Context: an optimization exercise on an open-source flow, tuned for small area and a short achievable clock period. The choices shown serve that exercise and are no tape-out recipe. RTL that was checked went through simulation tests only; none was proved equivalent to the original.

// part2
module part2 (
    clear,
    clock,
    digit,
    digit_valid,
    end_of_line,
    total,
    line_result
);
clock: 6.5 ns
lec_check: 0
abc_area: 1
cap_margin: 20
core_margin: 2
core_utilization: 40
setup_slack_margin: 2.6
slew_margin: 20
standard.sh (not shown) runs the stock make flow with config.mk's settings and CLKGATE_MAP_FILE= SYNTH_SCRIPT=/design/flow/synth_recipe.tcl, a recipe that flattens the netlist after the stock synthesis.
==> flow/flow/run.sh <==
#!/bin/bash
# The standard layout (standard.sh), with these changes:
#  - synthesis leaves adders to ABC as plain gates (ADDER_MAP_FILE empty: no
#    full or half adder cells), so ABC can restructure the arithmetic;
#  - ABC's area script maps for a delay target (flow/abc_area.script) instead
#    of the unreachable default, so it can recover area off the critical paths;
set -euo pipefail
here=$(pwd)
rm -rf "$here/synth_scripts"
cp -r "$FLOW_HOME/scripts" "$here/synth_scripts"
cp "$here/flow/abc_area.script" "$here/synth_scripts/abc_area.script"
bash standard.sh ADDER_MAP_FILE= SCRIPTS_DIR="$here/synth_scripts" synth > synth.log 2>&1
export BUFFER_PORTS_ARGS="-buffer_cell sky130_fd_sc_hd__buf_2"
bash standard.sh ADDER_MAP_FILE= "BUFFER_PORTS_ARGS=$BUFFER_PORTS_ARGS" finish > layout.log 2>&1
==> flow/flow/abc_area.script <==
strash
dch -f
map -D 2500 -A 0.9
topo
stime -c
buffer -c
upsize -c -D 2500
dnsize -c -D 2500
Then changed:
--- a/flow/design.v
+++ b/flow/design.v
@@ -14,14 +14,13 @@
     input end_of_line;
     output [63:0] total;
     output [47:0] line_result;
     reg [47:4] z;        
     reg [3:0] x0;        
     reg [39:0] ls;       
-    reg [4:0] lg;        
-    reg [5:1] lp;        
+    reg [5:1] lcr;       
     reg [63:0] tot;
     integer k;
     reg  [11:1] shr;     
     wire        sh0 = shr[1] | (x0 < digit);    
     wire [3:0]  y0 = sh0 ? digit : x0;
     wire [47:0] y = {z, y0};
@@ -757,19 +756,19 @@
     wire b5_s508 = b5_p493 ^ b5_G500;
     wire b5_s509 = b5_p495 ^ b5_G502;
     wire bp510 = (c286 ^ s287) & (c288 ^ s289) & (c290 ^ r11[26]) & (r11[27] ^ 1'b0) & (r11[28] ^ 1'b0);
     wire [39:0] ys = {b5_s509, b5_s508, b5_s507, b5_s506, b5_p487, b4_s484, b4_s483, b4_s482, b4_s481, b4_s480, b4_s479, b4_p448, b3_s445, b3_s444, b3_s443, b3_s442, b3_s441, b3_s440, b3_p409, b2_s406, b2_s405, b2_s404, b2_s403, b2_s402, b2_s401, b2_p370, b1_s367, b1_s366, b1_s365, b1_s364, b1_s363, b1_s362, b1_p331, b0_s328, b0_s327, b0_s326, b0_s325, b0_s324, b0_s323, b0_p292};
     wire [4:0] yg = {b4_G477, b3_G438, b2_G399, b1_G360, b0_G321};
     wire [5:1] yp = {bp510, bp485, bp446, bp407, bp368};
-    wire [5:0] lc;
-    assign lc[0] = 1'b0;
-    assign lc[1] = lg[0];
-    assign lc[2] = lg[1] | (lp[1] & lc[1]);
-    assign lc[3] = lg[2] | (lp[2] & lc[2]);
-    assign lc[4] = lg[3] | (lp[3] & lc[3]);
-    assign lc[5] = lg[4] | (lp[4] & lc[4]);
+    wire [5:1] yc;    
+    assign yc[1] = b0_G321;
+    assign yc[2] = b1_G360 | (bp368 & yc[1]);
+    assign yc[3] = b2_G399 | (bp407 & yc[2]);
+    assign yc[4] = b3_G438 | (bp446 & yc[3]);
+    assign yc[5] = b4_G477 | (bp485 & yc[4]);
+    wire [5:0] lc = {lcr, 1'b0};
     wire [39:0] lr = {(ls[39] ^ (lc[5] & ls[35] & ls[36] & ls[37] & ls[38])), (ls[38] ^ (lc[5] & ls[35] & ls[36] & ls[37])), (ls[37] ^ (lc[5] & ls[35] & ls[36])), (ls[36] ^ (lc[5] & ls[35])), (ls[35] ^ (lc[5])), (ls[34] ^ (lc[4] & ls[28] & ls[29] & ls[30] & ls[31] & ls[32] & ls[33])), (ls[33] ^ (lc[4] & ls[28] & ls[29] & ls[30] & ls[31] & ls[32])), (ls[32] ^ (lc[4] & ls[28] & ls[29] & ls[30] & ls[31])), (ls[31] ^ (lc[4] & ls[28] & ls[29] & ls[30])), (ls[30] ^ (lc[4] & ls[28] & ls[29])), (ls[29] ^ (lc[4] & ls[28])), (ls[28] ^ (lc[4])), (ls[27] ^ (lc[3] & ls[21] & ls[22] & ls[23] & ls[24] & ls[25] & ls[26])), (ls[26] ^ (lc[3] & ls[21] & ls[22] & ls[23] & ls[24] & ls[25])), (ls[25] ^ (lc[3] & ls[21] & ls[22] & ls[23] & ls[24])), (ls[24] ^ (lc[3] & ls[21] & ls[22] & ls[23])), (ls[23] ^ (lc[3] & ls[21] & ls[22])), (ls[22] ^ (lc[3] & ls[21])), (ls[21] ^ (lc[3])), (ls[20] ^ (lc[2] & ls[14] & ls[15] & ls[16] & ls[17] & ls[18] & ls[19])), (ls[19] ^ (lc[2] & ls[14] & ls[15] & ls[16] & ls[17] & ls[18])), (ls[18] ^ (lc[2] & ls[14] & ls[15] & ls[16] & ls[17])), (ls[17] ^ (lc[2] & ls[14] & ls[15] & ls[16])), (ls[16] ^ (lc[2] & ls[14] & ls[15])), (ls[15] ^ (lc[2] & ls[14])), (ls[14] ^ (lc[2])), (ls[13] ^ (lc[1] & ls[7] & ls[8] & ls[9] & ls[10] & ls[11] & ls[12])), (ls[12] ^ (lc[1] & ls[7] & ls[8] & ls[9] & ls[10] & ls[11])), (ls[11] ^ (lc[1] & ls[7] & ls[8] & ls[9] & ls[10])), (ls[10] ^ (lc[1] & ls[7] & ls[8] & ls[9])), (ls[9] ^ (lc[1] & ls[7] & ls[8])), (ls[8] ^ (lc[1] & ls[7])), (ls[7] ^ (lc[1])), ls[6], ls[5], ls[4], ls[3], ls[2], ls[1], ls[0]};
     wire tg511 = tot[0] & lr[0];
     wire tp512 = tot[0] ^ lr[0];
     wire tg513 = tot[1] & lr[1];
     wire tp514 = tot[1] ^ lr[1];
     wire tg515 = tot[2] & lr[2];
@@ -1143,21 +1142,19 @@
     always @(posedge clock) begin
         if (clear | end_of_line) begin
             z  <= 44'd0;
             x0 <= 4'd0;
             shr <= 11'd0;
             ls <= 40'd0;
-            lg <= 0;
-            lp <= 0;
+            lcr <= 0;
         end else if (digit_valid) begin
             z  <= zn;
             x0 <= y0;
             shr <= ysh;
             ls <= ys;
-            lg <= yg;
-            lp <= yp;
+            lcr <= yc;
         end
         if (clear)
             tot <= 64'd0;
         else if (end_of_line)
             tot <= tsum;
     end
=> The changed run went through all stages and came out clean. Setup slack is better by 37 ps. Hold slack is worse by 5.6 ps. Routed wire length is higher by 5.8%. Area after synthesis barely changes. Via count is higher by 4.6%. Fmax is higher by 1.0%. Clock skew barely changes. Sequential cell count is lower by 4.
For the second run of this note, only the layout was checked, not whether the RTL still works.

## what the ideal ports hide
The results above use ideal ports. As a check the final layouts listed here were re-extracted and re-timed, cells and wires unchanged. Step 1 (the two cells are an assumption about what drives the block):
set clk [get_ports {clock}]
set_driving_cell -lib_cell sky130_fd_sc_hd__clkbuf_16 $clk
set_driving_cell -lib_cell sky130_fd_sc_hd__buf_2 [delete_from_list [all_inputs] $clk]
Step 2 adds t to the input delays and takes it off the output delays; t is the mean of the earliest and latest rising clock arrival at the registers after step 1. Input paths then give back, and output paths get back, about the clock's delay inside the block. a / b / c = ideal / step 1 / step 2; a / b = the first two.
run | t, ns | setup slack, ns | pins driven straight from the clock port
the first run | 0.513 | 2.820 / 2.769 / 2.471 | 1
the second run | 0.502 | 2.856 / 2.856 / 2.434 | 1
After both steps every run listed still meets setup and hold. For the second run, which loses most, drivers alone change the setup slack by 0.000 ns; drivers and shift together by -0.422 ns.
